From an optimization exercise on the open Yosys and OpenROAD flow, aimed at small area, a short achievable clock period and few clock cycles; shortcuts taken in it are not production practice. The RTL was checked by simulation tests, not by an equivalence proof against the original design. Power is estimated from default activity; no workload was simulated.

Design Core, start of the top module:
module Core(
	input             clk,
	input             rst,                        
	input      [15:0] mem_to_core_data,           
	output     [15:0] core_to_mem_data,           
	output     [23:0] core_to_mem_address,        
	output            core_to_mem_write_enable);
Size: ~59 I/O pins.
clock: 7.0 ns
lec_check: 0
abc_area: 1
cap_margin: 20
core_margin: 2
core_utilization: 40
setup_slack_margin: 3.5
slew_margin: 20
run.sh (not shown) runs the stock make flow with config.mk's settings and CLKGATE_MAP_FILE= SYNTH_SCRIPT=/design/flow/synth_recipe.tcl, a recipe that flattens the netlist after the stock synthesis.
The baseline finished clean.
Testbench counts at the start, summed over its fixed seeds: cycles 52,730.
Rerun with:
ABC_AREA = default   (was 1)
SETUP_SLACK_MARGIN = default   (was 3.5)
After rerunning: The changed run ran to the end with no violations. Synthesized area stays flat. Die area hardly moves. Total power rises by a few percent. Via count falls by a few percent. Design area rises slightly.

== red ==
Another version of the RTL of Core (not shown whole).
Size in the first run: ~430 flip-flops, roughly 59 I/O pins, ~0.020 sq mm of cells after synthesis.
export LEC_CHECK = 0
export CAP_MARGIN = 20
export CORE_MARGIN = 2
export CORE_UTILIZATION = 60
export CTS_CLUSTER_DIAMETER = 150
export CTS_CLUSTER_SIZE = 20
export GPL_ROUTABILITY_DRIVEN = 0
export SETUP_SLACK_MARGIN = 4.4
export SLEW_MARGIN = 20
create_clock -name core_clock -period 7.0 [get_ports {clk}]
standard.sh (not shown) runs the stock make flow with config.mk's settings and CLKGATE_MAP_FILE= SYNTH_SCRIPT=/design/flow/synth_recipe.tcl, a recipe that flattens the netlist after the stock synthesis.
==> flow/flow/run.sh <==
#!/bin/bash
# The standard layout (standard.sh: same synthesis script, registers and
# steps), with two changes to how cells are picked:
#  - ADDER_MAP_FILE is empty, so synthesis leaves adders to abc as plain logic
#    instead of fixed full/half adder cells;
#  - the input and output port buffers are buf_4 cells instead of the delay
#    buffers (clkdlybuf4s50_1) that buffer_ports picks by default.
# ORFS writes each step's full log under orfs/logs; make's output goes to
# standard.log.
set -euo pipefail
export ADDER_MAP_FILE=
export BUFFER_PORTS_ARGS="-buffer_cell sky130_fd_sc_hd__buf_4"
bash standard.sh > standard.log 2>&1
Testbench counts of red, summed over its fixed seeds: cycles 53,178.
Edits applied to the flow inputs when going from red to blue:
# red
export LEC_CHECK = 0
export CAP_MARGIN = 20
export CORE_MARGIN = 2
export CORE_UTILIZATION = 60
export CTS_CLUSTER_DIAMETER = 150
export CTS_CLUSTER_SIZE = 20
export GPL_ROUTABILITY_DRIVEN = 0
export SETUP_SLACK_MARGIN = 4.4
export SLEW_MARGIN = 20
create_clock -name core_clock -period 7.0 [get_ports {clk}]
# blue
export LEC_CHECK = 0
export CAP_MARGIN = 20
export CORE_MARGIN = 2
export CORE_UTILIZATION = 75
export CTS_CLUSTER_DIAMETER = 150
export CTS_CLUSTER_SIZE = 20
export SETUP_SLACK_MARGIN = 4.4
export SLEW_MARGIN = 20
create_clock -name core_clock -period 7.0 [get_ports {clk}]
### Flow results
Looking at the reports, blue completed the entire flow and the layout it produced met the timing, design-rule and antenna checks. Re depth of the worst register-to-register path: blue and red aren't equal, and the lower value belongs to blue. Per the comparison of blue with red, cell count lower, initial detailed-routing violation count higher, final critical-path share of the clock period higher.
Relative to blue, the following input files were edited for green:
# blue
export LEC_CHECK = 0
export CAP_MARGIN = 20
export CORE_MARGIN = 2
export CORE_UTILIZATION = 75
export CTS_CLUSTER_DIAMETER = 150
export CTS_CLUSTER_SIZE = 20
export SETUP_SLACK_MARGIN = 4.4
export SLEW_MARGIN = 20
create_clock -name core_clock -period 7.0 [get_ports {clk}]
# green
export LEC_CHECK = 0
export CAP_MARGIN = 20
export CORE_MARGIN = 2
export CORE_UTILIZATION = 50
export CTS_CLUSTER_DIAMETER = 150
export CTS_CLUSTER_SIZE = 20
export PLACE_DENSITY = 0.75
export SETUP_SLACK_MARGIN = 4.4
export SLEW_MARGIN = 20
create_clock -name core_clock -period 7.0 [get_ports {clk}]
### Flow results
- Per the comparison of green with blue, total routed wirelength decreased by about 3.6% relative to the old numbers; placed instance count rose by 9.6%; overall power held steady; sequential share of layout area shows a reduction of 1.0 points.
- green against blue: worst hold slack held steady; largest stage delay on the critical path has decreased.
- green vs blue, cell with the largest stage delay on the worst path: sky130_fd_sc_hd__edfxtp_1 vs sky130_fd_sc_hd__dfxtp_1
Modified inputs, orange compared to green
# green
export LEC_CHECK = 0
export CAP_MARGIN = 20
export CORE_MARGIN = 2
export CORE_UTILIZATION = 50
export CTS_CLUSTER_DIAMETER = 150
export CTS_CLUSTER_SIZE = 20
export PLACE_DENSITY = 0.75
export SETUP_SLACK_MARGIN = 4.4
export SLEW_MARGIN = 20
create_clock -name core_clock -period 7.0 [get_ports {clk}]
# orange
export LEC_CHECK = 0
export CAP_MARGIN = 20
export CORE_MARGIN = 2
export CORE_UTILIZATION = 60
export CTS_CLUSTER_DIAMETER = 150
export CTS_CLUSTER_SIZE = 20
export SETUP_SLACK_MARGIN = 4.4
export SLEW_MARGIN = 20
create_clock -name core_clock -period 7.0 [get_ports {clk}]
Findings:
orange: PASS, flow complete, no timing, DRC or antenna violations
Number of global-route vias before repair went down slightly going from green to orange.
Worst hold slack: orange < green
Total routed wirelength, orange and green, higher one = orange.

-- re-timing with driven ports --
Ports are ideal in the flow. The routed layouts listed here were re-timed in OpenROAD. Step 1: set_driving_cell puts a clkbuf_16 on clk and a buf_2 on each other input, an assumption about the parent block. Step 2 times the ports against the registers' clock, not the clock port: input delays grow and output delays shrink by t, the midpoint of the rising clock arrivals with the driver on. Slacks: ideal ports / drivers / drivers and shift; pairs: ideal ports / drivers.
| run | t, ns | setup WS [ns] | latest minus earliest clock arrival (ns) |
|---|---|---|---|
| the first run of note 1 | 0.627 | 3.458 / 3.458 / 3.458 | 0.045 / 0.045 |
| the second run of note 1 | 0.619 | 2.403 / 2.403 / 2.403 | 0.033 / 0.033 |
| red | 0.627 | 4.255 / 4.255 / 4.032 | 0.042 / 0.042 |
| blue | 0.631 | 4.194 / 4.194 / 4.079 | 0.052 / 0.053 |
| green | 0.637 | 4.272 / 4.272 / 3.969 | 0.028 / 0.028 |
| orange | 0.631 | 4.325 / 4.325 / 4.074 | 0.038 / 0.038 |
After both steps every run listed still meets setup and hold. For green, which loses most, drivers alone change the setup slack by 0.000 ns; drivers and shift together by -0.303 ns.
